What follows belongs to an exercise in optimizing a design on an open flow for small area; a production flow would make more cautious choices. The RTL was checked by simulation tests, not by an equivalence proof against the original design. Power is estimated from default activity; no workload was simulated.

== main ==
==> module uart_rcv, before the edit <==
module uart_rcv(rx_rdy, rx_data, clk, rst_n, RX);
	output reg [7:0] rx_data;
	output reg rx_rdy;
	input clk, rst_n, RX;
	reg rx_nr, rx_rd;
	reg [11:0] baud_cnt;
	reg [3:0] bit_cnt;
	reg [1:0] state;		 
	wire idle  = ~state[0] & ~state[1];
	wire first = state[0];
	wire rest  = state[1];
	wire [11:0] baud_nxt = {baud_cnt[10:0], ~(baud_cnt[11] ^ baud_cnt[7] ^ baud_cnt[1] ^ baud_cnt[0])};
	wire half = ((baud_cnt & 12'h7bf) == 12'h7ad);
	wire full = ((baud_cnt & 12'hff7) == 12'h586);
	wire done = bit_cnt[3] & bit_cnt[1];	 
	wire shift = (first & half) | (rest & ~done & full);
	always @(posedge clk, negedge rst_n)
		if (!rst_n) begin
			rx_nr <= 1'b1;
			rx_rd <= 1'b1;
		end else begin
			rx_nr <= RX;
			rx_rd <= rx_nr;
		end
	wire [3:0] bit_inc;
	inc #(4) iINC(.s(bit_inc), .a(bit_cnt), .ci(shift));
	always @(posedge clk)
		if (idle) bit_cnt <= 4'h0;
		else bit_cnt <= bit_inc;
	always @(posedge clk)
		if (idle | shift) baud_cnt <= 12'h000;
		else baud_cnt <= baud_nxt;
	always @(posedge clk)
		if (shift & ~(bit_cnt[3] & bit_cnt[0]))
			rx_data <= {rx_rd, rx_data[7:1]};
	always @(posedge clk, negedge rst_n)
		if (!rst_n) state <= 2'b00;
		else if (idle) state <= {1'b0, ~rx_rd};
		else if (first) state <= {half, ~half};
		else state <= {~done, 1'b0};
	always @(posedge clk, negedge rst_n)
		if (!rst_n) rx_rdy <= 1'b0;
		else rx_rdy <= rest & done;
endmodule
==> module A2D_intf, before the edit <==
module A2D_intf(cnv_cmplt, res, a2d_SS_n, SCLK, MOSI, clk, rst_n, strt_cnv, chnnl, MISO);
output logic cnv_cmplt, a2d_SS_n, SCLK, MOSI;
output logic [11:0] res;
input logic clk, rst_n, strt_cnv, MISO;
input logic [2:0] chnnl;
logic [10:0] cnt;
logic [15:0] shft_reg;
wire idle = cnt[10] & cnt[9];
wire last = cnt[10] & ~cnt[9];
wire fin  = last & cnt[1] & cnt[0];
wire start = idle & strt_cnv;
wire shift = (cnt[4:0] == 5'd30);
wire [10:0] cnt_inc;
inc #(11) iINC(.s(cnt_inc), .a(cnt), .ci(1'b1));
assign a2d_SS_n = idle ? ~strt_cnv : fin;
assign SCLK = cnt[4];
assign MOSI = shft_reg[15];
assign res = ~shft_reg[11:0];
always @(posedge clk, negedge rst_n)
	if (!rst_n)
		cnt <= 11'h7ff;
	else if (a2d_SS_n)
		cnt <= 11'h7ff;
	else
		cnt <= cnt_inc;
always @(posedge clk, negedge rst_n)
	if (!rst_n)
		shft_reg[15] <= 1'b0;
	else if (start)
		shft_reg[15] <= 1'b0;
	else if (shift)
		shft_reg[15] <= shft_reg[14];
always @(posedge clk)
	if (start)
		shft_reg[14:0] <= {1'b0, chnnl, 11'h000};
	else if (shift)
		shft_reg[14:0] <= {shft_reg[13:0], MISO};
always @(posedge clk)
	if (strt_cnv)
		cnv_cmplt <= 1'b0;
	else if (fin)
		cnv_cmplt <= 1'b1;
endmodule
==> flow/config.mk <==
export PLATFORM = sky130hd
export DESIGN_NAME = Follower
export DESIGN_NICKNAME = Follower
export VERILOG_FILES = /design/flow/design.v
export SDC_FILE = /design/flow/constraint.sdc
export NUM_CORES = 4
export LEC_CHECK = 0
export CAP_MARGIN = 20
export CORE_MARGIN = 2
export CORE_UTILIZATION = 60
export PLACE_DENSITY = 0.8
export SLEW_MARGIN = 20
==> flow/constraint.sdc <==
create_clock -name core_clock -period 20.0 [get_ports {clk}]
set_input_delay 4.0000 -clock core_clock [delete_from_list [all_inputs] [get_ports {clk}]]
set_output_delay 4.0000 -clock core_clock [all_outputs]
set_load 0.01 [all_outputs]
standard.sh (not shown) runs the stock make flow with config.mk's settings and CLKGATE_MAP_FILE= SYNTH_SCRIPT=/design/flow/synth_recipe.tcl, a recipe that flattens the netlist after the stock synthesis.
==> flow/flow/run.sh <==
#!/bin/bash
# Layout flow: the standard flow (standard synthesis unchanged), with
#  - the port buffers made with the smallest buffer (buf_1) instead of the default,
#  - clock tree synthesis with clkbuf_8 leaf clusters of at most 16 sinks and no
#    dummy loads.
# Every tool's output goes to standard.log in this folder (ORFS also keeps its own
# per-step logs under orfs/logs).
set -o pipefail
CTS="-sink_clustering_enable -repair_clock_nets -sink_clustering_size 16 -sink_clustering_max_diameter 90 -buf_list sky130_fd_sc_hd__clkbuf_8 -dont_use_dummy_load"
bash standard.sh "BUFFER_PORTS_ARGS=-buffer_cell sky130_fd_sc_hd__buf_1" "CTS_ARGS=$CTS" finish > standard.log 2>&1
Here is what was changed in the inputs of the feature branch compared with main.
--- a/flow/design.v
+++ b/flow/design.v
@@ -119,13 +119,13 @@
 module uart_rcv(rx_rdy, rx_data, clk, rst_n, RX);
 	output reg [7:0] rx_data;
-	output reg rx_rdy;
+	output rx_rdy;
 	input clk, rst_n, RX;
 	reg rx_nr, rx_rd;
 	reg [11:0] baud_cnt;
 	reg [3:0] bit_cnt;
-	reg [1:0] state;		 
-	wire idle  = ~state[0] & ~state[1];
-	wire first = state[0];
-	wire rest  = state[1];
+	reg busy;			 
+	wire idle  = ~busy;
+	wire first = busy & ~|bit_cnt;
+	wire rest  = busy & |bit_cnt;
 	wire [11:0] baud_nxt = {baud_cnt[10:0], ~(baud_cnt[11] ^ baud_cnt[7] ^ baud_cnt[1] ^ baud_cnt[0])};
 	wire half = ((baud_cnt & 12'h7bf) == 12'h7ad);
@@ -153,11 +153,8 @@
 			rx_data <= {rx_rd, rx_data[7:1]};
 	always @(posedge clk, negedge rst_n)
-		if (!rst_n) state <= 2'b00;
-		else if (idle) state <= {1'b0, ~rx_rd};
-		else if (first) state <= {half, ~half};
-		else state <= {~done, 1'b0};
-	always @(posedge clk, negedge rst_n)
-		if (!rst_n) rx_rdy <= 1'b0;
-		else rx_rdy <= rest & done;
+		if (!rst_n) busy <= 1'b0;
+		else if (idle) busy <= ~rx_rd;
+		else if (rest & done) busy <= 1'b0;
+	assign rx_rdy = idle & done;
 endmodule
 module A2D_intf(cnv_cmplt, res, a2d_SS_n, SCLK, MOSI, clk, rst_n, strt_cnv, chnnl, MISO);
@@ -171,5 +168,4 @@
 wire last = cnt[10] & ~cnt[9];
 wire fin  = last & cnt[1] & cnt[0];
-wire start = idle & strt_cnv;
 wire shift = (cnt[4:0] == 5'd30);
 wire [10:0] cnt_inc;
@@ -177,5 +173,8 @@
 assign a2d_SS_n = idle ? ~strt_cnv : fin;
 assign SCLK = cnt[4];
-assign MOSI = shft_reg[15];
+wire [3:0] nsh = cnt_inc[8:5];	 
+wire cmd_phase = ~idle & ~cnt_inc[10] & ~cnt_inc[9];
+wire cmd_bit = ((nsh == 4'd2) & chnnl[2]) | ((nsh == 4'd3) & chnnl[1]) | ((nsh == 4'd4) & chnnl[0]);
+assign MOSI = cmd_phase ? cmd_bit : shft_reg[15];
 assign res = ~shft_reg[11:0];
 always @(posedge clk, negedge rst_n)
@@ -189,18 +188,10 @@
 	if (!rst_n)
 		shft_reg[15] <= 1'b0;
-	else if (start)
-		shft_reg[15] <= 1'b0;
 	else if (shift)
 		shft_reg[15] <= shft_reg[14];
 always @(posedge clk)
-	if (start)
-		shft_reg[14:0] <= {1'b0, chnnl, 11'h000};
-	else if (shift)
+	if (shift)
 		shft_reg[14:0] <= {shft_reg[13:0], MISO};
-always @(posedge clk)
-	if (strt_cnv)
-		cnv_cmplt <= 1'b0;
-	else if (fin)
-		cnv_cmplt <= 1'b1;
+assign cnv_cmplt = idle;
 endmodule
 module alu(sum, sat, a, b, inv, cin);
Results
Final critical-path setup slack: the feature branch vs main — no meaningful difference
Between the feature branch and main, the difference in source-to-sink clock delay at the later pin of the worst-skew pair is negligible.
Against main as the reference, the feature branch delivers a lower final sequential cell count.
Looking at total via count after detailed routing across both flows, the feature branch is the stronger of the two, with main trailing.
Count of plain and timing-repair buffers | the feature branch above main
Diff main -> the feature branch: setup clock skew after layout increased by 0.0049 ns relative to the old numbers; static leakage decreased by about 3.6% relative to the old numbers; first-iteration detailed-routing DRC count down about 5%; fraction of power consumed by the clock network went up 1.0 points; power decreased by 0.000037 W relative to the old numbers.
Relative to main, the area added between synthesis and finish of the feature branch is higher by 0.21 points.
Going from main to the feature branch, die area shrank slightly.
